What follows belongs to an exercise in optimizing a design on an open flow for small area; a production flow would make more cautious choices.
The RTL was checked by simulation tests, not by an equivalence proof against the original design.
No activity file was given, so power comes from the tool's default toggle rates.

`flow/flow/run.sh`:
```
#!/bin/bash
# Own layout flow: the standard ORFS flow, with the port buffers made
# with the smallest buffer cell instead of the default choice.
set -euo pipefail
export BUFFER_PORTS_ARGS="-buffer_cell sky130_fd_sc_hd__buf_1"
export REMOVE_ABC_BUFFERS=1
export GPL_TIMING_DRIVEN=0
bash standard.sh synth > synth.log 2>&1
bash standard.sh finish > layout.log 2>&1
```
`flow/standard.sh`:
```
#!/bin/bash
# synth_recipe.tcl (not shown) runs the flow's synth.tcl, then flattens the netlist and writes it again
# the make line also repeats each setting of config.mk as NAME=value (left out here)
make -C /OpenROAD-flow-scripts/flow DESIGN_CONFIG=/design/flow/config.mk WORK_HOME=/design/flow/orfs CLKGATE_MAP_FILE= SYNTH_SCRIPT=/design/flow/synth_recipe.tcl "${@:-finish}"
```
`flow/config.mk`:
```
export PLATFORM = sky130hd
export DESIGN_NAME = NEO
export DESIGN_NICKNAME = NEO
export VERILOG_FILES = /design/flow/design.v
export SDC_FILE = /design/flow/constraint.sdc
export NUM_CORES = 4
export LEC_CHECK = 0
export CAP_MARGIN = 20
export CORE_MARGIN = 2
export CORE_UTILIZATION = 40
export SLEW_MARGIN = 20
export SYNTH_HIERARCHICAL = 1
```
`flow/constraint.sdc`:
```
create_clock -name core_clock -period 9.0 [get_ports {clk}]
set_input_delay 1.8000 -clock core_clock [delete_from_list [all_inputs] [get_ports {clk}]]
set_output_delay 1.8000 -clock core_clock [all_outputs]
set_load 0.01 [all_outputs]
```
`flow/design.v`:
```
module NEO (Enable, Load, clk, rst, Full, Data_out, Data_in, write_en);
  input Enable, Load, clk, Full, rst;
  input signed [15:0] Data_in;
  output signed [31:0] Data_out;
  output write_en;
  reg state;
  wire start = state & ~Full;
  assign write_en = start & Load;
  always @(posedge clk or posedge rst)
    if (rst) state <= 1'b0;
    else if (state) state <= ~Full;
    else state <= Enable;
  reg signed [15:0] PP, Prev, Current, Ahead;
  wire [31:0] psi;
  always @(posedge clk)
    if (rst) begin
      PP <= 0; Prev <= 0; Current <= 0; Ahead <= 0;
    end else if (start) begin
      PP <= Prev; Prev <= Current; Current <= Ahead; Ahead <= Data_in;
    end
  assign Data_out = psi;
  wire n0 = Current[0] ^ 1'b0;
  wire n1 = (Current[1] & ~Current[0] & ~1'b0) | (~Current[1] & Current[0] & 1'b0);
  wire n2 = ~Current[1] & (Current[0] | 1'b0);
  wire n3 = Current[2] ^ Current[1];
  wire n4 = (Current[3] & ~Current[2] & ~Current[1]) | (~Current[3] & Current[2] & Current[1]);
  wire n5 = ~Current[3] & (Current[2] | Current[1]);
  wire n6 = Current[4] ^ Current[3];
  wire n7 = (Current[5] & ~Current[4] & ~Current[3]) | (~Current[5] & Current[4] & Current[3]);
  wire n8 = ~Current[5] & (Current[4] | Current[3]);
  wire n9 = Current[6] ^ Current[5];
  wire n10 = (Current[7] & ~Current[6] & ~Current[5]) | (~Current[7] & Current[6] & Current[5]);
  wire n11 = ~Current[7] & (Current[6] | Current[5]);
  wire n12 = Current[8] ^ Current[7];
  wire n13 = (Current[9] & ~Current[8] & ~Current[7]) | (~Current[9] & Current[8] & Current[7]);
  wire n14 = ~Current[9] & (Current[8] | Current[7]);
  wire n15 = Current[10] ^ Current[9];
  wire n16 = (Current[11] & ~Current[10] & ~Current[9]) | (~Current[11] & Current[10] & Current[9]);
  wire n17 = ~Current[11] & (Current[10] | Current[9]);
  wire n18 = Current[12] ^ Current[11];
  wire n19 = (Current[13] & ~Current[12] & ~Current[11]) | (~Current[13] & Current[12] & Current[11]);
  wire n20 = ~Current[13] & (Current[12] | Current[11]);
  wire n21 = Current[14] ^ Current[13];
  wire n22 = (Current[15] & ~Current[14] & ~Current[13]) | (~Current[15] & Current[14] & Current[13]);
  wire n23 = ~Current[15] & (Current[14] | Current[13]);
  wire n24, n25;
  FA un24 (.a(Prev[6]), .b((Prev[0] & Prev[11])), .c((Prev[1] & Prev[10])), .s(n24), .co(n25));
  wire n26 = (Prev[0] & Prev[12]) ^ (Prev[1] & Prev[11]);
  wire n27 = (Prev[0] & Prev[12]) & (Prev[1] & Prev[11]);
  wire n28, n29;
  FA un28 (.a(Prev[7]), .b((Prev[0] & Prev[13])), .c((Prev[1] & Prev[12])), .s(n28), .co(n29));
  wire n30, n31;
  FA un30 (.a((Prev[2] & Prev[11])), .b((Prev[3] & Prev[10])), .c((Prev[4] & Prev[9])), .s(n30), .co(n31));
  wire n32 = (Prev[5] & Prev[8]) ^ (Prev[6] & Prev[7]);
  wire n33 = (Prev[5] & Prev[8]) & (Prev[6] & Prev[7]);
  wire n34, n35;
  FA un34 (.a((Prev[0] & Prev[14])), .b((Prev[1] & Prev[13])), .c((Prev[2] & Prev[12])), .s(n34), .co(n35));
  wire n36, n37;
  FA un36 (.a((Prev[3] & Prev[11])), .b((Prev[4] & Prev[10])), .c((Prev[5] & Prev[9])), .s(n36), .co(n37));
  wire n38 = (Prev[6] & Prev[8]) ^ (((n0 & PP[15]) | (n1 & PP[14])) ^ n2);
  wire n39 = (Prev[6] & Prev[8]) & (((n0 & PP[15]) | (n1 & PP[14])) ^ n2);
  wire n40, n41;
  FA un40 (.a(Prev[8]), .b(~(Prev[0] & Prev[15])), .c((Prev[1] & Prev[14])), .s(n40), .co(n41));
  wire n42, n43;
  FA un42 (.a((Prev[2] & Prev[13])), .b((Prev[3] & Prev[12])), .c((Prev[4] & Prev[11])), .s(n42), .co(n43));
  wire n44, n45;
  FA un44 (.a((Prev[5] & Prev[10])), .b((Prev[6] & Prev[9])), .c((Prev[7] & Prev[8])), .s(n44), .co(n45));
  wire n46 = ~(((n0 & PP[15]) | (n1 & PP[15])) ^ n2) ^ (((n3 & PP[14]) | (n4 & PP[13])) ^ n5);
  wire n47 = ~(((n0 & PP[15]) | (n1 & PP[15])) ^ n2) & (((n3 & PP[14]) | (n4 & PP[13])) ^ n5);
  wire n48, n49;
  FA un48 (.a(~(Prev[1] & Prev[15])), .b((Prev[2] & Prev[14])), .c((Prev[3] & Prev[13])), .s(n48), .co(n49));
  wire n50, n51;
  FA un50 (.a((Prev[4] & Prev[12])), .b((Prev[5] & Prev[11])), .c((Prev[6] & Prev[10])), .s(n50), .co(n51));
  wire n52 = (Prev[7] & Prev[9]) ^ (((n3 & PP[15]) | (n4 & PP[14])) ^ n5);
  wire n53 = (Prev[7] & Prev[9]) & (((n3 & PP[15]) | (n4 & PP[14])) ^ n5);
  wire n54, n55;
  FA un54 (.a(Prev[9]), .b(1'b1), .c(~(Prev[2] & Prev[15])), .s(n54), .co(n55));
  wire n56, n57;
  FA un56 (.a((Prev[3] & Prev[14])), .b((Prev[4] & Prev[13])), .c((Prev[5] & Prev[12])), .s(n56), .co(n57));
  wire n58, n59;
  FA un58 (.a((Prev[6] & Prev[11])), .b((Prev[7] & Prev[10])), .c((Prev[8] & Prev[9])), .s(n58), .co(n59));
  wire n60, n61;
  FA un60 (.a(1'b1), .b(~(Prev[3] & Prev[15])), .c((Prev[4] & Prev[14])), .s(n60), .co(n61));
  wire n62 = (Prev[5] & Prev[13]) ^ (Prev[6] & Prev[12]);
  wire n63 = (Prev[5] & Prev[13]) & (Prev[6] & Prev[12]);
  wire n64, n65;
  FA un64 (.a(Prev[10]), .b(~(Prev[4] & Prev[15])), .c((Prev[5] & Prev[14])), .s(n64), .co(n65));
  wire n66, n67;
  FA un66 (.a(Prev[4]), .b((Prev[0] & Prev[7])), .c((Prev[1] & Prev[6])), .s(n66), .co(n67));
  wire n68 = (Prev[0] & Prev[8]) ^ (Prev[1] & Prev[7]);
  wire n69 = (Prev[0] & Prev[8]) & (Prev[1] & Prev[7]);
  wire n70, n71;
  FA un70 (.a(Prev[5]), .b((Prev[0] & Prev[9])), .c((Prev[1] & Prev[8])), .s(n70), .co(n71));
  wire n72, n73;
  FA un72 (.a((Prev[2] & Prev[7])), .b((Prev[3] & Prev[6])), .c((Prev[4] & Prev[5])), .s(n72), .co(n73));
  wire n74 = n17 ^ (((n0 & PP[10]) | (n1 & PP[9])) ^ n2);
  wire n75 = n17 & (((n0 & PP[10]) | (n1 & PP[9])) ^ n2);
  wire n76, n77;
  FA un76 (.a((Prev[0] & Prev[10])), .b((Prev[1] & Prev[9])), .c((Prev[2] & Prev[8])), .s(n76), .co(n77));
  wire n78, n79;
  FA un78 (.a((Prev[3] & Prev[7])), .b((Prev[4] & Prev[6])), .c((((n0 & PP[11]) | (n1 & PP[10])) ^ n2)), .s(n78), .co(n79));
  wire n80 = (((n3 & PP[9]) | (n4 & PP[8])) ^ n5) ^ (((n6 & PP[7]) | (n7 & PP[6])) ^ n8);
  wire n81 = (((n3 & PP[9]) | (n4 & PP[8])) ^ n5) & (((n6 & PP[7]) | (n7 & PP[6])) ^ n8);
  wire n82, n83;
  FA un82 (.a((Prev[2] & Prev[9])), .b((Prev[3] & Prev[8])), .c((Prev[4] & Prev[7])), .s(n82), .co(n83));
  wire n84, n85;
  FA un84 (.a((Prev[5] & Prev[6])), .b(n20), .c((((n0 & PP[12]) | (n1 & PP[11])) ^ n2)), .s(n84), .co(n85));
  wire n86, n87;
  FA un86 (.a((((n3 & PP[10]) | (n4 & PP[9])) ^ n5)), .b((((n6 & PP[8]) | (n7 & PP[7])) ^ n8)), .c((((n9 & PP[6]) | (n10 & PP[5])) ^ n11)), .s(n86), .co(n87));
  wire n88 = (((n12 & PP[4]) | (n13 & PP[3])) ^ n14) ^ (((n15 & PP[2]) | (n16 & PP[1])) ^ n17);
  wire n89 = (((n12 & PP[4]) | (n13 & PP[3])) ^ n14) & (((n15 & PP[2]) | (n16 & PP[1])) ^ n17);
  wire n90, n91;
  FA un90 (.a((Prev[2] & Prev[10])), .b((Prev[3] & Prev[9])), .c((Prev[4] & Prev[8])), .s(n90), .co(n91));
  wire n92, n93;
  FA un92 (.a((Prev[5] & Prev[7])), .b(n26), .c((((n0 & PP[13]) | (n1 & PP[12])) ^ n2)), .s(n92), .co(n93));
  wire n94, n95;
  FA un94 (.a((((n3 & PP[11]) | (n4 & PP[10])) ^ n5)), .b((((n6 & PP[9]) | (n7 & PP[8])) ^ n8)), .c((((n9 & PP[7]) | (n10 & PP[6])) ^ n11)), .s(n94), .co(n95));
  wire n96, n97;
  FA un96 (.a((((n12 & PP[5]) | (n13 & PP[4])) ^ n14)), .b((((n15 & PP[3]) | (n16 & PP[2])) ^ n17)), .c((((n18 & PP[1]) | (n19 & PP[0])) ^ n20)), .s(n96), .co(n97));
  wire n98, n99;
  FA un98 (.a(n23), .b(n27), .c(n32), .s(n98), .co(n99));
  wire n100, n101;
  FA un100 (.a((((n0 & PP[14]) | (n1 & PP[13])) ^ n2)), .b((((n3 & PP[12]) | (n4 & PP[11])) ^ n5)), .c((((n6 & PP[10]) | (n7 & PP[9])) ^ n8)), .s(n100), .co(n101));
  wire n102, n103;
  FA un102 (.a((((n9 & PP[8]) | (n10 & PP[7])) ^ n11)), .b((((n12 & PP[6]) | (n13 & PP[5])) ^ n14)), .c((((n15 & PP[4]) | (n16 & PP[3])) ^ n17)), .s(n102), .co(n103));
  wire n104, n105;
  FA un104 (.a((((n18 & PP[2]) | (n19 & PP[1])) ^ n20)), .b((((n21 & PP[0]) | (n22 & 1'b0)) ^ n23)), .c(n28), .s(n104), .co(n105));
  wire n106, n107;
  FA un106 (.a(n33), .b((((n3 & PP[13]) | (n4 & PP[12])) ^ n5)), .c((((n6 & PP[11]) | (n7 & PP[10])) ^ n8)), .s(n106), .co(n107));
  wire n108, n109;
  FA un108 (.a((((n9 & PP[9]) | (n10 & PP[8])) ^ n11)), .b((((n12 & PP[7]) | (n13 & PP[6])) ^ n14)), .c((((n15 & PP[5]) | (n16 & PP[4])) ^ n17)), .s(n108), .co(n109));
  wire n110, n111;
  FA un110 (.a((((n18 & PP[3]) | (n19 & PP[2])) ^ n20)), .b((((n21 & PP[1]) | (n22 & PP[0])) ^ n23)), .c(n29), .s(n110), .co(n111));
  wire n112, n113;
  FA un112 (.a(n31), .b(n34), .c(n36), .s(n112), .co(n113));
  wire n114, n115;
  FA un114 (.a((((n6 & PP[12]) | (n7 & PP[11])) ^ n8)), .b((((n9 & PP[10]) | (n10 & PP[9])) ^ n11)), .c((((n12 & PP[8]) | (n13 & PP[7])) ^ n14)), .s(n114), .co(n115));
  wire n116, n117;
  FA un116 (.a((((n15 & PP[6]) | (n16 & PP[5])) ^ n17)), .b((((n18 & PP[4]) | (n19 & PP[3])) ^ n20)), .c((((n21 & PP[2]) | (n22 & PP[1])) ^ n23)), .s(n116), .co(n117));
  wire n118, n119;
  FA un118 (.a(n35), .b(n37), .c(n40), .s(n118), .co(n119));
  wire n120, n121;
  FA un120 (.a(n42), .b(n44), .c(n39), .s(n120), .co(n121));
  wire n122, n123;
  FA un122 (.a((((n6 & PP[13]) | (n7 & PP[12])) ^ n8)), .b((((n9 & PP[11]) | (n10 & PP[10])) ^ n11)), .c((((n12 & PP[9]) | (n13 & PP[8])) ^ n14)), .s(n122), .co(n123));
  wire n124, n125;
  FA un124 (.a((((n15 & PP[7]) | (n16 & PP[6])) ^ n17)), .b((((n18 & PP[5]) | (n19 & PP[4])) ^ n20)), .c((((n21 & PP[3]) | (n22 & PP[2])) ^ n23)), .s(n124), .co(n125));
  wire n126, n127;
  FA un126 (.a(n41), .b(n43), .c(n45), .s(n126), .co(n127));
  wire n128, n129;
  FA un128 (.a(n48), .b(n50), .c(n47), .s(n128), .co(n129));
  wire n130, n131;
  FA un130 (.a(~(((n3 & PP[15]) | (n4 & PP[15])) ^ n5)), .b((((n6 & PP[14]) | (n7 & PP[13])) ^ n8)), .c((((n9 & PP[12]) | (n10 & PP[11])) ^ n11)), .s(n130), .co(n131));
  wire n132, n133;
  FA un132 (.a((((n12 & PP[10]) | (n13 & PP[9])) ^ n14)), .b((((n15 & PP[8]) | (n16 & PP[7])) ^ n17)), .c((((n18 & PP[6]) | (n19 & PP[5])) ^ n20)), .s(n132), .co(n133));
  wire n134, n135;
  FA un134 (.a((((n21 & PP[4]) | (n22 & PP[3])) ^ n23)), .b(n49), .c(n51), .s(n134), .co(n135));
  wire n136, n137;
  FA un136 (.a(n54), .b(n56), .c(n58), .s(n136), .co(n137));
  wire n138, n139;
  FA un138 (.a((Prev[7] & Prev[11])), .b((Prev[8] & Prev[10])), .c(n62), .s(n138), .co(n139));
  wire n140, n141;
  FA un140 (.a((((n6 & PP[15]) | (n7 & PP[14])) ^ n8)), .b((((n9 & PP[13]) | (n10 & PP[12])) ^ n11)), .c((((n12 & PP[11]) | (n13 & PP[10])) ^ n14)), .s(n140), .co(n141));
  wire n142, n143;
  FA un142 (.a((((n15 & PP[9]) | (n16 & PP[8])) ^ n17)), .b((((n18 & PP[7]) | (n19 & PP[6])) ^ n20)), .c((((n21 & PP[5]) | (n22 & PP[4])) ^ n23)), .s(n142), .co(n143));
  wire n144, n145;
  FA un144 (.a(n55), .b(n57), .c(n59), .s(n144), .co(n145));
  wire n146, n147;
  FA un146 (.a((Prev[6] & Prev[13])), .b((Prev[7] & Prev[12])), .c((Prev[8] & Prev[11])), .s(n146), .co(n147));
  wire n148, n149;
  FA un148 (.a((Prev[9] & Prev[10])), .b(n63), .c(~(((n6 & PP[15]) | (n7 & PP[15])) ^ n8)), .s(n148), .co(n149));
  wire n150, n151;
  FA un150 (.a((((n9 & PP[14]) | (n10 & PP[13])) ^ n11)), .b((((n12 & PP[12]) | (n13 & PP[11])) ^ n14)), .c((((n15 & PP[10]) | (n16 & PP[9])) ^ n17)), .s(n150), .co(n151));
  wire n152, n153;
  FA un152 (.a((((n18 & PP[8]) | (n19 & PP[7])) ^ n20)), .b((((n21 & PP[6]) | (n22 & PP[5])) ^ n23)), .c(n61), .s(n152), .co(n153));
  wire n154, n155;
  FA un154 (.a(1'b1), .b(~(Prev[5] & Prev[15])), .c((Prev[6] & Prev[14])), .s(n154), .co(n155));
  wire n156, n157;
  FA un156 (.a((Prev[7] & Prev[13])), .b((Prev[8] & Prev[12])), .c((Prev[9] & Prev[11])), .s(n156), .co(n157));
  wire n158, n159;
  FA un158 (.a((((n9 & PP[15]) | (n10 & PP[14])) ^ n11)), .b((((n12 & PP[13]) | (n13 & PP[12])) ^ n14)), .c((((n15 & PP[11]) | (n16 & PP[10])) ^ n17)), .s(n158), .co(n159));
  wire n160 = (((n18 & PP[9]) | (n19 & PP[8])) ^ n20) ^ (((n21 & PP[7]) | (n22 & PP[6])) ^ n23);
  wire n161 = (((n18 & PP[9]) | (n19 & PP[8])) ^ n20) & (((n21 & PP[7]) | (n22 & PP[6])) ^ n23);
  wire n162, n163;
  FA un162 (.a(Prev[11]), .b(~(Prev[6] & Prev[15])), .c((Prev[7] & Prev[14])), .s(n162), .co(n163));
  wire n164, n165;
  FA un164 (.a((Prev[8] & Prev[13])), .b((Prev[9] & Prev[12])), .c((Prev[10] & Prev[11])), .s(n164), .co(n165));
  wire n166, n167;
  FA un166 (.a(~(((n9 & PP[15]) | (n10 & PP[15])) ^ n11)), .b((((n12 & PP[14]) | (n13 & PP[13])) ^ n14)), .c((((n15 & PP[12]) | (n16 & PP[11])) ^ n17)), .s(n166), .co(n167));
  wire n168, n169;
  FA un168 (.a(1'b1), .b(~(Prev[7] & Prev[15])), .c((Prev[8] & Prev[14])), .s(n168), .co(n169));
  wire n170 = (Prev[9] & Prev[13]) ^ (Prev[10] & Prev[12]);
  wire n171 = (Prev[9] & Prev[13]) & (Prev[10] & Prev[12]);
  wire n172, n173;
  FA un172 (.a(Prev[12]), .b(~(Prev[8] & Prev[15])), .c((Prev[9] & Prev[14])), .s(n172), .co(n173));
  wire n174 = Prev[2] ^ (Prev[0] & Prev[3]);
  wire n175 = Prev[2] & (Prev[0] & Prev[3]);
  wire n176, n177;
  FA un176 (.a(Prev[3]), .b((Prev[0] & Prev[5])), .c((Prev[1] & Prev[4])), .s(n176), .co(n177));
  wire n178 = (Prev[2] & Prev[3]) ^ n11;
  wire n179 = (Prev[2] & Prev[3]) & n11;
  wire n180, n181;
  FA un180 (.a((Prev[0] & Prev[6])), .b((Prev[1] & Prev[5])), .c((Prev[2] & Prev[4])), .s(n180), .co(n181));
  wire n182 = (((n0 & PP[7]) | (n1 & PP[6])) ^ n2) ^ (((n3 & PP[5]) | (n4 & PP[4])) ^ n5);
  wire n183 = (((n0 & PP[7]) | (n1 & PP[6])) ^ n2) & (((n3 & PP[5]) | (n4 & PP[4])) ^ n5);
  wire n184, n185;
  FA un184 (.a((Prev[2] & Prev[5])), .b((Prev[3] & Prev[4])), .c(n14), .s(n184), .co(n185));
  wire n186, n187;
  FA un186 (.a((((n0 & PP[8]) | (n1 & PP[7])) ^ n2)), .b((((n3 & PP[6]) | (n4 & PP[5])) ^ n5)), .c((((n6 & PP[4]) | (n7 & PP[3])) ^ n8)), .s(n186), .co(n187));
  wire n188 = (((n9 & PP[2]) | (n10 & PP[1])) ^ n11) ^ (((n12 & PP[0]) | (n13 & 1'b0)) ^ n14);
  wire n189 = (((n9 & PP[2]) | (n10 & PP[1])) ^ n11) & (((n12 & PP[0]) | (n13 & 1'b0)) ^ n14);
  wire n190, n191;
  FA un190 (.a((Prev[2] & Prev[6])), .b((Prev[3] & Prev[5])), .c(n68), .s(n190), .co(n191));
  wire n192, n193;
  FA un192 (.a((((n0 & PP[9]) | (n1 & PP[8])) ^ n2)), .b((((n3 & PP[7]) | (n4 & PP[6])) ^ n5)), .c((((n6 & PP[5]) | (n7 & PP[4])) ^ n8)), .s(n192), .co(n193));
  wire n194, n195;
  FA un194 (.a((((n9 & PP[3]) | (n10 & PP[2])) ^ n11)), .b((((n12 & PP[1]) | (n13 & PP[0])) ^ n14)), .c(n67), .s(n194), .co(n195));
  wire n196, n197;
  FA un196 (.a(n69), .b((((n3 & PP[8]) | (n4 & PP[7])) ^ n5)), .c((((n6 & PP[6]) | (n7 & PP[5])) ^ n8)), .s(n196), .co(n197));
  wire n198, n199;
  FA un198 (.a((((n9 & PP[4]) | (n10 & PP[3])) ^ n11)), .b((((n12 & PP[2]) | (n13 & PP[1])) ^ n14)), .c((((n15 & PP[0]) | (n16 & 1'b0)) ^ n17)), .s(n198), .co(n199));
  wire n200, n201;
  FA un200 (.a(n70), .b(n72), .c(n74), .s(n200), .co(n201));
  wire n202, n203;
  FA un202 (.a((((n9 & PP[5]) | (n10 & PP[4])) ^ n11)), .b((((n12 & PP[3]) | (n13 & PP[2])) ^ n14)), .c((((n15 & PP[1]) | (n16 & PP[0])) ^ n17)), .s(n202), .co(n203));
  wire n204, n205;
  FA un204 (.a(n71), .b(n73), .c(n76), .s(n204), .co(n205));
  wire n206, n207;
  FA un206 (.a(n75), .b(n80), .c(n78), .s(n206), .co(n207));
  wire n208, n209;
  FA un208 (.a((((n18 & PP[0]) | (n19 & 1'b0)) ^ n20)), .b(n77), .c(n24), .s(n208), .co(n209));
  wire n210, n211;
  FA un210 (.a(n82), .b(n81), .c(n88), .s(n210), .co(n211));
  wire n212, n213;
  FA un212 (.a(n79), .b(n84), .c(n86), .s(n212), .co(n213));
  wire n214, n215;
  FA un214 (.a(n25), .b(n83), .c(n90), .s(n214), .co(n215));
  wire n216, n217;
  FA un216 (.a(n89), .b(n85), .c(n87), .s(n216), .co(n217));
  wire n218, n219;
  FA un218 (.a(n92), .b(n94), .c(n96), .s(n218), .co(n219));
  wire n220, n221;
  FA un220 (.a(n91), .b(n30), .c(n98), .s(n220), .co(n221));
  wire n222, n223;
  FA un222 (.a(n93), .b(n95), .c(n97), .s(n222), .co(n223));
  wire n224, n225;
  FA un224 (.a(n100), .b(n102), .c(n104), .s(n224), .co(n225));
  wire n226, n227;
  FA un226 (.a(n38), .b(n99), .c(n101), .s(n226), .co(n227));
  wire n228, n229;
  FA un228 (.a(n103), .b(n106), .c(n108), .s(n228), .co(n229));
  wire n230, n231;
  FA un230 (.a(n110), .b(n105), .c(n112), .s(n230), .co(n231));
  wire n232, n233;
  FA un232 (.a(n46), .b(n107), .c(n109), .s(n232), .co(n233));
  wire n234, n235;
  FA un234 (.a(n111), .b(n114), .c(n116), .s(n234), .co(n235));
  wire n236, n237;
  FA un236 (.a(n113), .b(n118), .c(n120), .s(n236), .co(n237));
  wire n238, n239;
  FA un238 (.a(n52), .b(n115), .c(n117), .s(n238), .co(n239));
  wire n240, n241;
  FA un240 (.a(n122), .b(n124), .c(n126), .s(n240), .co(n241));
  wire n242, n243;
  FA un242 (.a(n119), .b(n121), .c(n128), .s(n242), .co(n243));
  wire n244, n245;
  FA un244 (.a(n53), .b(n123), .c(n125), .s(n244), .co(n245));
  wire n246, n247;
  FA un246 (.a(n127), .b(n130), .c(n132), .s(n246), .co(n247));
  wire n248, n249;
  FA un248 (.a(n134), .b(n136), .c(n129), .s(n248), .co(n249));
  wire n250, n251;
  FA un250 (.a(n60), .b(n138), .c(n131), .s(n250), .co(n251));
  wire n252, n253;
  FA un252 (.a(n133), .b(n135), .c(n140), .s(n252), .co(n253));
  wire n254, n255;
  FA un254 (.a(n142), .b(n144), .c(n137), .s(n254), .co(n255));
  wire n256, n257;
  FA un256 (.a(n64), .b(n146), .c(n139), .s(n256), .co(n257));
  wire n258, n259;
  FA un258 (.a(n141), .b(n143), .c(n145), .s(n258), .co(n259));
  wire n260, n261;
  FA un260 (.a(n148), .b(n150), .c(n152), .s(n260), .co(n261));
  wire n262, n263;
  FA un262 (.a(n65), .b(n147), .c(n154), .s(n262), .co(n263));
  wire n264, n265;
  FA un264 (.a(n156), .b(n160), .c(n149), .s(n264), .co(n265));
  wire n266, n267;
  FA un266 (.a(n151), .b(n153), .c(n158), .s(n266), .co(n267));
  wire n268, n269;
  FA un268 (.a((((n18 & PP[10]) | (n19 & PP[9])) ^ n20)), .b((((n21 & PP[8]) | (n22 & PP[7])) ^ n23)), .c(n155), .s(n268), .co(n269));
  wire n270, n271;
  FA un270 (.a(n157), .b(n162), .c(n164), .s(n270), .co(n271));
  wire n272, n273;
  FA un272 (.a(n161), .b(n159), .c(n166), .s(n272), .co(n273));
  wire n274, n275;
  FA un274 (.a(n170), .b((((n12 & PP[15]) | (n13 & PP[14])) ^ n14)), .c((((n15 & PP[13]) | (n16 & PP[12])) ^ n17)), .s(n274), .co(n275));
  wire n276, n277;
  FA un276 (.a((((n18 & PP[11]) | (n19 & PP[10])) ^ n20)), .b((((n21 & PP[9]) | (n22 & PP[8])) ^ n23)), .c(n163), .s(n276), .co(n277));
  wire n278, n279;
  FA un278 (.a(n165), .b(n168), .c(n167), .s(n278), .co(n279));
  wire n280, n281;
  FA un280 (.a((Prev[10] & Prev[13])), .b((Prev[11] & Prev[12])), .c(n171), .s(n280), .co(n281));
  wire n282, n283;
  FA un282 (.a(~(((n12 & PP[15]) | (n13 & PP[15])) ^ n14)), .b((((n15 & PP[14]) | (n16 & PP[13])) ^ n17)), .c((((n18 & PP[12]) | (n19 & PP[11])) ^ n20)), .s(n282), .co(n283));
  wire n284, n285;
  FA un284 (.a((((n21 & PP[10]) | (n22 & PP[9])) ^ n23)), .b(n169), .c(n172), .s(n284), .co(n285));
  wire n286, n287;
  FA un286 (.a(1'b1), .b(~(Prev[9] & Prev[15])), .c((Prev[10] & Prev[14])), .s(n286), .co(n287));
  wire n288, n289;
  FA un288 (.a((Prev[11] & Prev[13])), .b((((n15 & PP[15]) | (n16 & PP[14])) ^ n17)), .c((((n18 & PP[13]) | (n19 & PP[12])) ^ n20)), .s(n288), .co(n289));
  wire n290 = (((n21 & PP[11]) | (n22 & PP[10])) ^ n23) ^ n173;
  wire n291 = (((n21 & PP[11]) | (n22 & PP[10])) ^ n23) & n173;
  wire n292, n293;
  FA un292 (.a(Prev[13]), .b(~(Prev[10] & Prev[15])), .c((Prev[11] & Prev[14])), .s(n292), .co(n293));
  wire n294, n295;
  FA un294 (.a((Prev[12] & Prev[13])), .b(~(((n15 & PP[15]) | (n16 & PP[15])) ^ n17)), .c((((n18 & PP[14]) | (n19 & PP[13])) ^ n20)), .s(n294), .co(n295));
  wire n296 = 1'b1 ^ ~(Prev[11] & Prev[15]);
  wire n297 = 1'b1 & ~(Prev[11] & Prev[15]);
  wire n298 = Prev[1] ^ (Prev[0] & Prev[1]);
  wire n299 = Prev[1] & (Prev[0] & Prev[1]);
  wire n300, n301;
  FA un300 (.a((Prev[1] & Prev[2])), .b(n8), .c(n174), .s(n300), .co(n301));
  wire n302, n303;
  FA un302 (.a((Prev[0] & Prev[4])), .b((Prev[1] & Prev[3])), .c(n175), .s(n302), .co(n303));
  wire n304 = (((n0 & PP[5]) | (n1 & PP[4])) ^ n2) ^ (((n3 & PP[3]) | (n4 & PP[2])) ^ n5);
  wire n305 = (((n0 & PP[5]) | (n1 & PP[4])) ^ n2) & (((n3 & PP[3]) | (n4 & PP[2])) ^ n5);
  wire n306, n307;
  FA un306 (.a(n178), .b((((n0 & PP[6]) | (n1 & PP[5])) ^ n2)), .c((((n3 & PP[4]) | (n4 & PP[3])) ^ n5)), .s(n306), .co(n307));
  wire n308, n309;
  FA un308 (.a((((n6 & PP[2]) | (n7 & PP[1])) ^ n8)), .b((((n9 & PP[0]) | (n10 & 1'b0)) ^ n11)), .c(n176), .s(n308), .co(n309));
  wire n310, n311;
  FA un310 (.a(n179), .b((((n6 & PP[3]) | (n7 & PP[2])) ^ n8)), .c((((n9 & PP[1]) | (n10 & PP[0])) ^ n11)), .s(n310), .co(n311));
  wire n312, n313;
  FA un312 (.a(n177), .b(n180), .c(n182), .s(n312), .co(n313));
  wire n314, n315;
  FA un314 (.a(n181), .b(n66), .c(n184), .s(n314), .co(n315));
  wire n316, n317;
  FA un316 (.a(n183), .b(n188), .c(n186), .s(n316), .co(n317));
  wire n318, n319;
  FA un318 (.a(n185), .b(n189), .c(n190), .s(n318), .co(n319));
  wire n320, n321;
  FA un320 (.a(n187), .b(n192), .c(n194), .s(n320), .co(n321));
  wire n322, n323;
  FA un322 (.a(n191), .b(n193), .c(n195), .s(n322), .co(n323));
  wire n324, n325;
  FA un324 (.a(n196), .b(n198), .c(n200), .s(n324), .co(n325));
  wire n326, n327;
  FA un326 (.a(n197), .b(n199), .c(n202), .s(n326), .co(n327));
  wire n328, n329;
  FA un328 (.a(n204), .b(n201), .c(n206), .s(n328), .co(n329));
  wire n330, n331;
  FA un330 (.a(n203), .b(n205), .c(n208), .s(n330), .co(n331));
  wire n332, n333;
  FA un332 (.a(n210), .b(n207), .c(n212), .s(n332), .co(n333));
  wire n334, n335;
  FA un334 (.a(n209), .b(n214), .c(n211), .s(n334), .co(n335));
  wire n336, n337;
  FA un336 (.a(n213), .b(n216), .c(n218), .s(n336), .co(n337));
  wire n338, n339;
  FA un338 (.a(n215), .b(n220), .c(n217), .s(n338), .co(n339));
  wire n340, n341;
  FA un340 (.a(n219), .b(n222), .c(n224), .s(n340), .co(n341));
  wire n342, n343;
  FA un342 (.a(n221), .b(n223), .c(n226), .s(n342), .co(n343));
  wire n344, n345;
  FA un344 (.a(n228), .b(n225), .c(n230), .s(n344), .co(n345));
  wire n346, n347;
  FA un346 (.a(n227), .b(n229), .c(n232), .s(n346), .co(n347));
  wire n348, n349;
  FA un348 (.a(n234), .b(n231), .c(n236), .s(n348), .co(n349));
  wire n350, n351;
  FA un350 (.a(n233), .b(n235), .c(n238), .s(n350), .co(n351));
  wire n352, n353;
  FA un352 (.a(n240), .b(n237), .c(n242), .s(n352), .co(n353));
  wire n354, n355;
  FA un354 (.a(n239), .b(n241), .c(n244), .s(n354), .co(n355));
  wire n356, n357;
  FA un356 (.a(n246), .b(n248), .c(n243), .s(n356), .co(n357));
  wire n358, n359;
  FA un358 (.a(n245), .b(n247), .c(n250), .s(n358), .co(n359));
  wire n360, n361;
  FA un360 (.a(n252), .b(n254), .c(n249), .s(n360), .co(n361));
  wire n362, n363;
  FA un362 (.a(n256), .b(n251), .c(n253), .s(n362), .co(n363));
  wire n364, n365;
  FA un364 (.a(n255), .b(n258), .c(n260), .s(n364), .co(n365));
  wire n366, n367;
  FA un366 (.a(n262), .b(n257), .c(n259), .s(n366), .co(n367));
  wire n368, n369;
  FA un368 (.a(n261), .b(n264), .c(n266), .s(n368), .co(n369));
  wire n370, n371;
  FA un370 (.a(n268), .b(n263), .c(n270), .s(n370), .co(n371));
  wire n372, n373;
  FA un372 (.a(n265), .b(n267), .c(n272), .s(n372), .co(n373));
  wire n374, n375;
  FA un374 (.a(n269), .b(n274), .c(n276), .s(n374), .co(n375));
  wire n376, n377;
  FA un376 (.a(n271), .b(n273), .c(n278), .s(n376), .co(n377));
  wire n378, n379;
  FA un378 (.a(n280), .b(n275), .c(n277), .s(n378), .co(n379));
  wire n380, n381;
  FA un380 (.a(n282), .b(n284), .c(n279), .s(n380), .co(n381));
  wire n382, n383;
  FA un382 (.a(n286), .b(n281), .c(n290), .s(n382), .co(n383));
  wire n384, n385;
  FA un384 (.a(n283), .b(n288), .c(n285), .s(n384), .co(n385));
  wire n386, n387;
  FA un386 (.a((((n21 & PP[12]) | (n22 & PP[11])) ^ n23)), .b(n287), .c(n292), .s(n386), .co(n387));
  wire n388, n389;
  FA un388 (.a(n291), .b(n289), .c(n294), .s(n388), .co(n389));
  wire n390, n391;
  FA un390 (.a((Prev[12] & Prev[14])), .b(n296), .c((((n18 & PP[15]) | (n19 & PP[14])) ^ n20)), .s(n390), .co(n391));
  wire n392, n393;
  FA un392 (.a((((n21 & PP[13]) | (n22 & PP[12])) ^ n23)), .b(n293), .c(n295), .s(n392), .co(n393));
  wire n394, n395;
  FA un394 (.a(Prev[14]), .b(~(Prev[12] & Prev[15])), .c((Prev[13] & Prev[14])), .s(n394), .co(n395));
  wire n396, n397;
  FA un396 (.a(n297), .b(~(((n18 & PP[15]) | (n19 & PP[15])) ^ n20)), .c((((n21 & PP[14]) | (n22 & PP[13])) ^ n23)), .s(n396), .co(n397));
  wire n398 = 1'b1 ^ ~(Prev[13] & Prev[15]);
  wire n399 = 1'b1 & ~(Prev[13] & Prev[15]);
  wire n400 = n5 ^ n298;
  wire n401 = n5 & n298;
  wire n402, n403;
  FA un402 (.a((Prev[0] & Prev[2])), .b(n299), .c((((n0 & PP[3]) | (n1 & PP[2])) ^ n2)), .s(n402), .co(n403));
  wire n404, n405;
  FA un404 (.a((((n0 & PP[4]) | (n1 & PP[3])) ^ n2)), .b((((n3 & PP[2]) | (n4 & PP[1])) ^ n5)), .c((((n6 & PP[0]) | (n7 & 1'b0)) ^ n8)), .s(n404), .co(n405));
  wire n406, n407;
  FA un406 (.a((((n6 & PP[1]) | (n7 & PP[0])) ^ n8)), .b(n302), .c(n304), .s(n406), .co(n407));
  wire n408, n409;
  FA un408 (.a(n305), .b(n303), .c(n306), .s(n408), .co(n409));
  wire n410, n411;
  FA un410 (.a(n307), .b(n310), .c(n309), .s(n410), .co(n411));
  wire n412, n413;
  FA un412 (.a(n311), .b(n314), .c(n313), .s(n412), .co(n413));
  wire n414, n415;
  FA un414 (.a(n315), .b(n318), .c(n317), .s(n414), .co(n415));
  wire n416, n417;
  FA un416 (.a(n319), .b(n321), .c(n322), .s(n416), .co(n417));
  wire n418, n419;
  FA un418 (.a(n323), .b(n326), .c(n325), .s(n418), .co(n419));
  wire n420, n421;
  FA un420 (.a(n327), .b(n330), .c(n329), .s(n420), .co(n421));
  wire n422, n423;
  FA un422 (.a(n331), .b(n334), .c(n333), .s(n422), .co(n423));
  wire n424, n425;
  FA un424 (.a(n335), .b(n338), .c(n337), .s(n424), .co(n425));
  wire n426, n427;
  FA un426 (.a(n339), .b(n342), .c(n341), .s(n426), .co(n427));
  wire n428, n429;
  FA un428 (.a(n343), .b(n346), .c(n345), .s(n428), .co(n429));
  wire n430, n431;
  FA un430 (.a(n347), .b(n350), .c(n349), .s(n430), .co(n431));
  wire n432, n433;
  FA un432 (.a(n351), .b(n354), .c(n353), .s(n432), .co(n433));
  wire n434, n435;
  FA un434 (.a(n355), .b(n358), .c(n360), .s(n434), .co(n435));
  wire n436, n437;
  FA un436 (.a(n359), .b(n362), .c(n364), .s(n436), .co(n437));
  wire n438, n439;
  FA un438 (.a(n363), .b(n366), .c(n365), .s(n438), .co(n439));
  wire n440, n441;
  FA un440 (.a(n370), .b(n367), .c(n369), .s(n440), .co(n441));
  wire n442, n443;
  FA un442 (.a(n374), .b(n371), .c(n376), .s(n442), .co(n443));
  wire n444, n445;
  FA un444 (.a(n375), .b(n378), .c(n380), .s(n444), .co(n445));
  wire n446, n447;
  FA un446 (.a(n382), .b(n379), .c(n384), .s(n446), .co(n447));
  wire n448, n449;
  FA un448 (.a(n386), .b(n383), .c(n385), .s(n448), .co(n449));
  wire n450, n451;
  FA un450 (.a(n390), .b(n387), .c(n389), .s(n450), .co(n451));
  wire n452, n453;
  FA un452 (.a(n394), .b(n391), .c(n396), .s(n452), .co(n453));
  wire n454, n455;
  FA un454 (.a(n398), .b((((n21 & PP[15]) | (n22 & PP[14])) ^ n23)), .c(n395), .s(n454), .co(n455));
  wire n456, n457;
  FA un456 (.a(Prev[15]), .b(~(Prev[14] & Prev[15])), .c(n399), .s(n456), .co(n457));
  wire n458 = Prev[0] ^ n2;
  wire n459 = Prev[0] & n2;
  wire n460 = (((n0 & PP[2]) | (n1 & PP[1])) ^ n2) ^ (((n3 & PP[0]) | (n4 & 1'b0)) ^ n5);
  wire n461 = (((n0 & PP[2]) | (n1 & PP[1])) ^ n2) & (((n3 & PP[0]) | (n4 & 1'b0)) ^ n5);
  wire n462, n463;
  FA un462 (.a((((n3 & PP[1]) | (n4 & PP[0])) ^ n5)), .b(n401), .c(n402), .s(n462), .co(n463));
  wire n464, n465;
  FA un464 (.a(n300), .b(n403), .c(n404), .s(n464), .co(n465));
  wire n466, n467;
  FA un466 (.a(n301), .b(n405), .c(n406), .s(n466), .co(n467));
  wire n468, n469;
  FA un468 (.a(n308), .b(n407), .c(n408), .s(n468), .co(n469));
  wire n470, n471;
  FA un470 (.a(n312), .b(n409), .c(n410), .s(n470), .co(n471));
  wire n472, n473;
  FA un472 (.a(n411), .b(n316), .c(n412), .s(n472), .co(n473));
  wire n474, n475;
  FA un474 (.a(n320), .b(n413), .c(n414), .s(n474), .co(n475));
  wire n476, n477;
  FA un476 (.a(n324), .b(n415), .c(n416), .s(n476), .co(n477));
  wire n478, n479;
  FA un478 (.a(n417), .b(n328), .c(n418), .s(n478), .co(n479));
  wire n480, n481;
  FA un480 (.a(n332), .b(n419), .c(n420), .s(n480), .co(n481));
  wire n482, n483;
  FA un482 (.a(n336), .b(n421), .c(n422), .s(n482), .co(n483));
  wire n484, n485;
  FA un484 (.a(n340), .b(n423), .c(n424), .s(n484), .co(n485));
  wire n486, n487;
  FA un486 (.a(n344), .b(n425), .c(n426), .s(n486), .co(n487));
  wire n488, n489;
  FA un488 (.a(n348), .b(n427), .c(n428), .s(n488), .co(n489));
  wire n490, n491;
  FA un490 (.a(n352), .b(n429), .c(n430), .s(n490), .co(n491));
  wire n492, n493;
  FA un492 (.a(n356), .b(n431), .c(n432), .s(n492), .co(n493));
  wire n494, n495;
  FA un494 (.a(n357), .b(n433), .c(n434), .s(n494), .co(n495));
  wire n496, n497;
  FA un496 (.a(n361), .b(n436), .c(n435), .s(n496), .co(n497));
  wire n498, n499;
  FA un498 (.a(n368), .b(n437), .c(n438), .s(n498), .co(n499));
  wire n500, n501;
  FA un500 (.a(n372), .b(n439), .c(n440), .s(n500), .co(n501));
  wire n502, n503;
  FA un502 (.a(n373), .b(n441), .c(n442), .s(n502), .co(n503));
  wire n504, n505;
  FA un504 (.a(n377), .b(n444), .c(n443), .s(n504), .co(n505));
  wire n506, n507;
  FA un506 (.a(n381), .b(n446), .c(n445), .s(n506), .co(n507));
  wire n508, n509;
  FA un508 (.a(n388), .b(n448), .c(n447), .s(n508), .co(n509));
  wire n510, n511;
  FA un510 (.a(n392), .b(n449), .c(n450), .s(n510), .co(n511));
  wire n512, n513;
  FA un512 (.a(n393), .b(n452), .c(n451), .s(n512), .co(n513));
  wire n514, n515;
  FA un514 (.a(n397), .b(n454), .c(n453), .s(n514), .co(n515));
  wire n516, n517;
  FA un516 (.a(~(((n21 & PP[15]) | (n22 & PP[15])) ^ n23)), .b(n456), .c(n455), .s(n516), .co(n517));
  wire n518 = (((n0 & PP[0]) | (n1 & 1'b0)) ^ n2) ^ n458;
  wire n519 = (((n0 & PP[0]) | (n1 & 1'b0)) ^ n2) & n458;
  wire n520, n521;
  FA un520 (.a((((n0 & PP[1]) | (n1 & PP[0])) ^ n2)), .b(n459), .c(n519), .s(n520), .co(n521));
  wire n522, n523;
  FA un522 (.a(n400), .b(n460), .c(n521), .s(n522), .co(n523));
  wire n524, n525;
  FA un524 (.a(n462), .b(n461), .c(n523), .s(n524), .co(n525));
  wire n526, n527;
  FA un526 (.a(n464), .b(n463), .c(n525), .s(n526), .co(n527));
  wire n528, n529;
  FA un528 (.a(n466), .b(n465), .c(n527), .s(n528), .co(n529));
  wire n530, n531;
  FA un530 (.a(n468), .b(n467), .c(n529), .s(n530), .co(n531));
  wire n532, n533;
  FA un532 (.a(n470), .b(n469), .c(n531), .s(n532), .co(n533));
  wire [23:0] fa0 = {n457, n516, n514, n512, n510, n508, n506, n504, n502, n500, n498, n496, n494, n492, n490, n488, n486, n484, n482, n480, n478, n476, n474, n472};
  wire [23:0] fa1 = {n517, n515, n513, n511, n509, n507, n505, n503, n501, n499, n497, n495, n493, n491, n489, n487, n485, n483, n481, n479, n477, n475, n473, n471};
  wire [23:0] g0 = fa0 & fa1;
  wire [23:0] p0 = fa0 ^ fa1;
  wire n534 = g0[0] | (p0[0] & n533);
  wire n535 = g0[1] | (p0[1] & n534);
  wire n536 = p0[1] & p0[0];
  wire n537 = g0[3] | (p0[3] & g0[2]);
  wire n538 = p0[3] & p0[2];
  wire n539 = g0[5] | (p0[5] & g0[4]);
  wire n540 = p0[5] & p0[4];
  wire n541 = g0[7] | (p0[7] & g0[6]);
  wire n542 = p0[7] & p0[6];
  wire n543 = g0[9] | (p0[9] & g0[8]);
  wire n544 = p0[9] & p0[8];
  wire n545 = g0[11] | (p0[11] & g0[10]);
  wire n546 = p0[11] & p0[10];
  wire n547 = g0[13] | (p0[13] & g0[12]);
  wire n548 = p0[13] & p0[12];
  wire n549 = g0[15] | (p0[15] & g0[14]);
  wire n550 = p0[15] & p0[14];
  wire n551 = g0[17] | (p0[17] & g0[16]);
  wire n552 = p0[17] & p0[16];
  wire n553 = g0[19] | (p0[19] & g0[18]);
  wire n554 = p0[19] & p0[18];
  wire n555 = g0[21] | (p0[21] & g0[20]);
  wire n556 = p0[21] & p0[20];
  wire n557 = g0[23] | (p0[23] & g0[22]);
  wire n558 = p0[23] & p0[22];
  wire n559 = n537 | (n538 & n535);
  wire n560 = n538 & n536;
  wire n561 = n541 | (n542 & n539);
  wire n562 = n542 & n540;
  wire n563 = n545 | (n546 & n543);
  wire n564 = n546 & n544;
  wire n565 = n549 | (n550 & n547);
  wire n566 = n550 & n548;
  wire n567 = n553 | (n554 & n551);
  wire n568 = n554 & n552;
  wire n569 = n557 | (n558 & n555);
  wire n570 = n558 & n556;
  wire n571 = n561 | (n562 & n559);
  wire n572 = n562 & n560;
  wire n573 = n565 | (n566 & n563);
  wire n574 = n566 & n564;
  wire n575 = n569 | (n570 & n567);
  wire n576 = n570 & n568;
  wire n577 = n573 | (n574 & n571);
  wire n578 = n574 & n572;
  wire n579 = n575 | (n576 & n577);
  wire n580 = n576 & n578;
  wire n581 = n563 | (n564 & n571);
  wire n582 = n564 & n572;
  wire n583 = n567 | (n568 & n577);
  wire n584 = n568 & n578;
  wire n585 = n539 | (n540 & n559);
  wire n586 = n540 & n560;
  wire n587 = n543 | (n544 & n571);
  wire n588 = n544 & n572;
  wire n589 = n547 | (n548 & n581);
  wire n590 = n548 & n582;
  wire n591 = n551 | (n552 & n577);
  wire n592 = n552 & n578;
  wire n593 = n555 | (n556 & n583);
  wire n594 = n556 & n584;
  wire n595 = g0[2] | (p0[2] & n535);
  wire n596 = p0[2] & n536;
  wire n597 = g0[4] | (p0[4] & n559);
  wire n598 = p0[4] & n560;
  wire n599 = g0[6] | (p0[6] & n585);
  wire n600 = p0[6] & n586;
  wire n601 = g0[8] | (p0[8] & n571);
  wire n602 = p0[8] & n572;
  wire n603 = g0[10] | (p0[10] & n587);
  wire n604 = p0[10] & n588;
  wire n605 = g0[12] | (p0[12] & n581);
  wire n606 = p0[12] & n582;
  wire n607 = g0[14] | (p0[14] & n589);
  wire n608 = p0[14] & n590;
  wire n609 = g0[16] | (p0[16] & n577);
  wire n610 = p0[16] & n578;
  wire n611 = g0[18] | (p0[18] & n591);
  wire n612 = p0[18] & n592;
  wire n613 = g0[20] | (p0[20] & n583);
  wire n614 = p0[20] & n584;
  wire n615 = g0[22] | (p0[22] & n593);
  wire n616 = p0[22] & n594;
  wire n617 = p0[0] ^ n533;
  wire n618 = p0[1] ^ n534;
  wire n619 = p0[2] ^ n535;
  wire n620 = p0[3] ^ n595;
  wire n621 = p0[4] ^ n559;
  wire n622 = p0[5] ^ n597;
  wire n623 = p0[6] ^ n585;
  wire n624 = p0[7] ^ n599;
  wire n625 = p0[8] ^ n571;
  wire n626 = p0[9] ^ n601;
  wire n627 = p0[10] ^ n587;
  wire n628 = p0[11] ^ n603;
  wire n629 = p0[12] ^ n581;
  wire n630 = p0[13] ^ n605;
  wire n631 = p0[14] ^ n589;
  wire n632 = p0[15] ^ n607;
  wire n633 = p0[16] ^ n577;
  wire n634 = p0[17] ^ n609;
  wire n635 = p0[18] ^ n591;
  wire n636 = p0[19] ^ n611;
  wire n637 = p0[20] ^ n583;
  wire n638 = p0[21] ^ n613;
  wire n639 = p0[22] ^ n593;
  wire n640 = p0[23] ^ n615;
  wire [23:0] fsum = {n640, n639, n638, n637, n636, n635, n634, n633, n632, n631, n630, n629, n628, n627, n626, n625, n624, n623, n622, n621, n620, n619, n618, n617};
  assign psi = {fsum, n532, n530, n528, n526, n524, n522, n520, n518};
endmodule
module FA (a, b, c, s, co);
  input a, b, c;
  output s, co;
  assign s = a ^ b ^ c;
  assign co = (a & b) | (a & c) | (b & c);
endmodule
```
==> notes.md, run 1 <==
status: complete, no violations
Clock Path Buffers: 2
r2r endpoint: PP[6]
Top FF cell, synth: dfxtp_1
Starting Density: 0.405
post-synthesis async set-or-reset flop share: 0.0154
drt wl/cell: 18.6 µm
root buffer cell: clkbuf_16
multi-input logic area: 9920 µm²
FF+latch count, synth: 65
IO Port Bufs: 53
residual DRC count: 0
Pleak: 5.06 nW
number of buffers created by CTS: 9
critical-path maximum fanout: 17
Hold Path End: Current[0]
vias in the first global route: 8,782
top-area cell type share of the netlist area: 0.406
Global Route Usage Sum: 0.192
Max Cap Viol: 0
r2r worst-path depth: 4
Hold Path Origin: Ahead[0]
CTS tree: done
Critical R2R Launch: state
largest net degree at the start of global routing: 66
Comb pwr share: 0.534
FMAX: 117 MHz
Synth Instances: 1,215
Setup Viol. Count Final: 0
Final WS setup: 0.423 ns
Final Core Density: 0.426
post-route insts no fill: 1,559
top-count cell post-synth: fa_1
fillers: 2,886
share of cells above drive strength 1: 0.0633
DR vias: 8,443
Post-synth top cells: fa_1 (243), nand2_1 (163), xnor2_1 (134), and2_1 (107), a22oi_1 (105)
via/cell ratio: 5.42
Clock Power Share: 0.248
HPWL Detailed: 20,700 µm
row count: 63
Syn-to-layout area delta: 5.10%
H-tree depth: 3
Final Hold Violating Endpoints: 0
post-layout min period: 8.58 ns
io pins: 54
first-pass GRT wire length: 47,200 µm
relative slew slack: 0.393
crit start category: flop
Sequential Power Share: 0.217
initial antenna violation count: 0
total grt overflow: 0
Post-synth EDFFs: 0
Net Sw Power: 0.575 mW
clock-pin slew on the worst setup and hold paths: 0.06 ns
Area contributors post-synth: fa_1 (41%), dfxtp_1 (11%), xnor2_1 (9.8%), a22oi_1 (6.6%), and2_1 (5.6%)
placed insts: 1,522
PD cells: 111 nW/µm²
RePlAce Congestion: 0.838
Final Skew: 0.00756 ns
cell with the largest stage delay on the worst path: ha_1
Place WS: -0.752 ns
nature of the critical path endpoint: primary output
die height: 177 µm
most frequent CP cell: fa_1
hold path depth: 2
worst skew pair latency: 0.33 ns
RSZ-0062 raised after global routing: false
antenna violation net count after detailed routing: 0
synth unique cells: 41
Sw Share: 0.411
CP max stage delay: 0.72 ns
share of the clock period used by the worst path: 0.953
worst path cell trace: inv_1 > ha_1 > a22oi_1 > xnor2_1 > fa_1 > fa_1 > fa_1 > fa_1 > fa_1 > ha_1 > a21oi_1 > o21a_1 > o221ai_1 > a2111oi_2 > nor3_1 > fa_1 > xnor2_1 > buf_1
FF/Latch Area: 1320 µm²
Starting DRT DRC Count: 542
worst setup path category: reg -> out
Internal: 0.825 mW
Cell Area, Synth: 12,000 µm²
post-synth top area cell: fa_1
CTS Sinks: 65
Final nets: 1,477
worst reg-to-reg setup slack: 7.37 ns
Worst Tran Pin Value: 0.909 ns
Synth Warn #: 7
synthesized area per cell: 9.85 µm²
n_diodes: 0
Core Area: 29,600 µm²
Seq/Total Area, Yosys: 0.109
Max Slew Vio Count: 0
HP Class: reg -> reg
Max rail drop VDD: 104 µV
WP data arrival: 6.78 ns
Critical Path RT: 7.20 ns
Chip Width: 177 µm
Die ar.: 31,300 µm²
TritonRoute pass-1 iters: 6
final wirelength: 28,900 µm
worst max path at each step:
stage	from	end	slack, ns	cells past startpoint
floorplan	Current[1]	Data_out[31]	0.56	20
global placement	Current[1]	Data_out[31]	-0.67	21
detailed placement	Current[1]	Data_out[31]	-0.75	21
CTS	Current[3]	Data_out[31]	0.02	21
global route	Current[11]	Data_out[31]	0.03	18
finish	Current[11]	Data_out[31]	0.42	18
sequential cells by signal, summed over array words and instances (netlist names):
signal   count
Ahead       16
Current     16
PP          16
Prev        16
state        1
routing by layer:
metal,track usage,part of all wire
met5,0,0
met4,0.0510,0.020
met3,0.0148,0.044
met2,0.336,0.51
met1,0.256,0.43
through the flow:
stage          TNS [ns]  instance area (µm²)  hold WS [ns]  power, mW
2_1_floorplan         0                11300         0.426      0.856
3_3_place_gp      -6.60                12000         0.437       1.06
3_5_place_dp      -7.91                12000         0.442       1.07
4_1_cts               0                12400         0.445       1.43
5_1_grt               0                12600         0.465       1.54
6_report              0                12600         0.439       1.40
modules after synthesis, one instance, submodules excluded:
module  times used  flip-flops and latches
NEO              1                      65
FA             230                       0
worst max-delay path, delay by kind of cell, from the launching register on:
kind	cells	cell delay, ns
AOI/OAI and AO/OA	5	1.28
xor gates and xnor gates	2	0.36
adders and majority gates	8	3.85
buffers and inverters	2	0.27
DFF	1	0.53
and+or+nand+nor	1	0.16
logic make-up (layout without fill, tap and decap cells):
kind of cell               after synthesis  after routing  share of synthesized area
DFF                                     65             65                      0.109
and+or+nand+nor                        304            304                      0.126
muxes                                    1              1                   0.000836
buffers and inverters                  179            129                     0.0708
AOI/OAI and AO/OA                      226            226                      0.128
other                                    1              5                   0.000313
adders and majority gates              292            292                      0.458
xor gates and xnor gates               147            147                      0.108
repair_timing:
action	CTS	global route
gates resized for setup	10	13
buffers inserted	6	15
hold buffers	0	0
setup endpoints to repair	19	8
pin swaps	3	1
power by group through the flow:
stage / sequential (mW) / clock [mW] / combinational [mW]
after global placement: 0.311 / 0 / 0.751
after detailed placement: 0.311 / 0 / 0.760
after global routing: 0.306 / 0.367 / 0.865
after floorplan: 0.308 / 0 / 0.548
final: 0.304 / 0.348 / 0.748
after CTS: 0.305 / 0.356 / 0.765
layout make-up:
type	count	share of cell area
flip-flops and latches	65	0.105
repair buffers	76	0.0329
clock buffers	11	0.0193
well taps	390	0.0388
clock inverters	5	0.00438
multi-input cells	975	0.789
inverters	37	0.0110
cells in the final DEF, fill, tap and decap left out, drive strengths merged, types with 5 or more instances in the layout:
master  Yosys  final
conb        1      5
fa        243    243
a22oi     105    105
a21oi      73     73
nor2       15     15
buf        78     76
dfxtp      64     64
nand2     163    163
a22o       15     15
clkbuf     64     11
o21ai      21     21
nand3       7      7
xnor2     134    134
and2      107    107
ha         49     49
inv        37     37
xor2       13     13
==> run 2, diff against run 1 <==
==> flow/flow/run.sh (replaced) <==
#!/bin/bash
# Own layout flow: the standard ORFS flow (standard.sh, unchanged
# synthesis), with these changes to the layout steps:
#  - port buffers use the smallest buffer cell (every port still gets one);
#  - ABC's buffers are removed at floorplan and global placement is not
#    timing driven (no gain-based rebuffering; timing repair still runs);
#  - clock tree built from small clock buffers, without dummy loads.
# Each step's output goes to its own log here; ORFS's own logs are under orfs/logs.
set -euo pipefail
export BUFFER_PORTS_ARGS="-buffer_cell sky130_fd_sc_hd__buf_1"
export REMOVE_ABC_BUFFERS=1
export GPL_TIMING_DRIVEN=0
export CTS_ARGS="-sink_clustering_enable -repair_clock_nets -dont_use_dummy_load -buf_list sky130_fd_sc_hd__clkbuf_4 -root_buf sky130_fd_sc_hd__clkbuf_8"
bash standard.sh synth > synth.log 2>&1
bash standard.sh finish > layout.log 2>&1
==> notes.md, run 2 <==
cell with the largest stage delay on the worst path: dfxtp_1
relative slew slack: 0.390 (-0.00283)
Top FF cell, synth: dfxtp_1
Post-synth EDFFs: 0 (unchanged)
worst setup path category: reg -> out
met2 wire length: 14,700 µm (+0.14%)
synth unique cells: 41 (unchanged)
PD cells: 99.8 nW/µm² (-10%)
clock-pin slew on the worst setup and hold paths: 0.07 ns (about the same)
Chip Width: 177 µm (unchanged)
initial antenna violation count: 0 (unchanged)
Cell Area, Synth: 12,000 µm² (unchanged)
number of buffers created by CTS: 9 (unchanged)
drt wl/cell: 18.5 µm (-0.28%)
Starting DRT DRC Count: 614 (+13%)
largest net degree at the start of global routing: 66 (unchanged)
DR vias: 8,386 (-0.68%)
antenna violation net count after detailed routing: 0 (unchanged)
Top Layer Used: met4
most frequent CP cell: fa_1
crit start category: flop
Setup Viol. Count Final: 0 (unchanged)
Max rail drop VDD: 83.1 µV (-20%)
fillers: 2,916 (+1.0%)
metal3 WL: 1360 µm (+5.4%)
Worst Tran Pin Value: 0.913 ns (+0.00424 ns)
Syn-to-layout area delta: 3.67%
HP Class: reg -> reg
Post-synth top cells: fa_1 (243), nand2_1 (163), xnor2_1 (134), and2_1 (107), a22oi_1 (105)
metal1 wirelength: 12,200 µm (-1.7%)
Synth Instances: 1,215 (unchanged)
top-count cell post-synth: fa_1
synthesized area per cell: 9.85 µm² (unchanged)
residual DRC count: 0 (unchanged)
CTS Sinks: 65 (unchanged)
HPWL Detailed: 20,700 µm (unchanged)
die height: 177 µm (unchanged)
worst skew pair latency: 0.33 ns (about the same)
FF/Latch Area: 1320 µm² (unchanged)
Starting Density: 0.405 (unchanged)
Final nets: 1,477 (unchanged)
FMAX: 116 MHz (-0.11%)
root buffer cell: clkbuf_8
first-pass GRT wire length: 47,000 µm (-0.44%)
total grt overflow: 0 (unchanged)
CTS tree: done
worst path cell trace: a22o_1 > fa_1 > fa_1 > fa_1 > fa_1 > fa_1 > fa_1 > fa_1 > inv_1 > fa_1 > fa_1 > nor2b_4 > o31ai_4 > a31oi_4 > a2111oi_2 > nor3_1 > fa_1 > xnor2_1 > buf_1
row count: 63 (unchanged)
io pins: 54 (unchanged)
Max Cap Viol: 0 (unchanged)
critical-path maximum fanout: 17 (unchanged)
total power: 1.24 mW (-12%)
share of cells above drive strength 1: 0.0585 (-0.00478)
Final Hold Violating Endpoints: 0 (unchanged)
most frequent cells in the layout: fa_1 (243), nand2_1 (163), xnor2_1 (134)
RSZ-0062 raised after global routing: false
Final Skew: 0.0170 ns (+0.00948 ns)
nature of the critical path endpoint: primary output
crit-path leading delay family: adder cells
CP max stage delay: 0.82 ns (+0.10 ns)
Clock Path Buffers: 2 (unchanged)
TritonRoute pass-1 iters: 7 (+1)
Pleak: 4.99 nW (-1.5%)
post-synthesis async set-or-reset flop share: 0.0154 (unchanged)
post-synth top area cell: fa_1
H-tree depth: 3 (unchanged)
RePlAce Congestion: 0.838 (unchanged)
top-area cell type share of the netlist area: 0.406 (unchanged)
Seq/Total Area, Yosys: 0.109 (unchanged)
FF+latch count, synth: 65 (unchanged)
CP Buf/Inv Count: 2 (unchanged)
Max Slew Vio Count: 0 (unchanged)
status: complete, no violations
Area contributors post-synth: fa_1 (41%), dfxtp_1 (11%), xnor2_1 (9.8%), a22oi_1 (6.6%), and2_1 (5.6%)
multi-input logic area: 9920 µm² (unchanged)
post-layout min period: 8.59 ns (+0.00931 ns)
Core Area: 29,600 µm² (unchanged)
vias in the first global route: 8,801 (+0.22%)
share of the clock period used by the worst path: 0.954 (+0.00103)
placed insts: 1,522 (unchanged)
Critical Path RT: 7.20 ns (about the same)
Global Route Usage Sum: 0.191 (-0.000889)
final wirelength: 28,800 µm (-0.66%)
Die ar.: 31,300 µm² (unchanged)
post-route insts no fill: 1,553 (-0.38%)
via/cell ratio: 5.40 (-0.29%)
IO Port Bufs: 53 (unchanged)
Synth Warn #: 7 (unchanged)
WP data arrival: 6.79 ns (about the same)
Final Core Density: 0.420 (-0.00580)
commonest non-fill, non-tap cell in the layout: fa_1
[run 2: repair_timing]
| action | 4_1_cts | 5_1_grt |
|---|---|---|
| setup endpoints to repair | 19 | 8 |
| pin swaps | 3 | 1 |
| hold buffers | 0 | 0 |
| resized for setup | 10 | 13 |
| buffers inserted | 6 | 15 |
[run 2: worst paths after layout]
| check | start | end | slack [ns] | cells past startpoint |
|---|---|---|---|---|
| max | PP[2] | Data_out[31] | 0.41 | 19 |
| min | Ahead[0] | Current[0] | 0.43 | 2 |
| max reg2reg | state | PP[8] | 7.38 | 4 |
| min reg2reg | Ahead[0] | Current[0] | 0.43 | 2 |
| max in group asynchronous | rst | state | 7.37 | 2 |
| min in group asynchronous | rst | state | 1.52 | 2 |
[run 2: modules after synthesis (local to each module, per instance)]
module  copies in the design  flip-flops and latches  area [µm²]  cells
NEO                        1                      65        7360    985
FA                       230                       0        20.0      1
[run 2: kinds of logic (layout without fill, tap and decap cells)]
kind of cell    after synthesis  after routing  share of synthesized area
other cells                   1              6                   0.000313
compound gates              226            226                      0.128
simple gates                304            304                      0.126
flops                        65             65                      0.109
mux                           1              1                   0.000836
xor+xnor                    147            147                      0.108
buf+inv                     179            122                     0.0708
fa+ha+maj                   292            292                      0.458
[run 2: final cells by class]
class,count,area share
sequential,65,0.106
multi-input combinational,975,0.800
tap,390,0.0393
timing repair buffer,76,0.0334
inverter,37,0.0112
clock buffer,9,0.00998
antenna,1,0.000202
[run 2: metal layers]
| layer | track usage | up-vias |
|---|---|---|
| li1 | - | 3791 |
| met1 | 0.253 | 4318 |
| met2 | 0.335 | 249 |
| met3 | 0.0180 | 28 |
| met4 | 0.0475 | 0 |
| met5 | 0 | - |
[run 2: worst register-to-register path: stages (launching register included)]
cell and delay [ns]:
dfrtp_1 0.40, nor2b_4 0.63, buf_12 0.28, nand2_1 0.08, a21oi_1 0.16
[run 2: where the power goes]
part	switching [mW]	internal [mW]	total [mW]
registers	0.00949	0.295	0.304
logic	0.438	0.309	0.748
clock network	0.0970	0.0891	0.186
[run 2: metrics by stage]
stage	cell area, µm²	setup TNS [ns]	hold WS [ns]	setup WS [ns]
2_1_floorplan	11300	0	0.426	0.560
3_3_place_gp	12000	-6.60	0.437	-0.674
3_5_place_dp	12000	-7.91	0.442	-0.752
4_1_cts	12200	0	0.437	0.0174
5_1_grt	12400	0	0.462	0.0199
6_report	12400	0	0.429	0.413

-- port drivers added, routing unchanged --
The results above use ideal ports. As a check the final layouts listed here were re-extracted and re-timed, cells and wires unchanged.
Step 1 sets driving cells, clkbuf_16 on the clock port and buf_2 on the other inputs (assumed; they add their load-dependent delay and slew).
Step 2 adds t to the input delays and takes it off the output delays; t is the mean of the earliest and latest rising clock arrival at the registers after step 1. Input paths then give back, and output paths get back, about the clock's delay inside the block.
a / b / c = ideal ports / drivers / drivers and shift; a / b = the first two.
run	t, ns	setup WS [ns]	worst hold slack (ns)	clock arrival spread, ns	slew at the worst register clock pin (ns)
run 1	0.360	0.423 / 0.386 / 0.746	0.439 / 0.439 / 0.439	0.008 / 0.008	0.06 / 0.06
run 2	0.353	0.413 / 0.381 / 0.734	0.429 / 0.429 / 0.429	0.024 / 0.024	0.08 / 0.08
After both steps setup and hold are still met in every run listed.
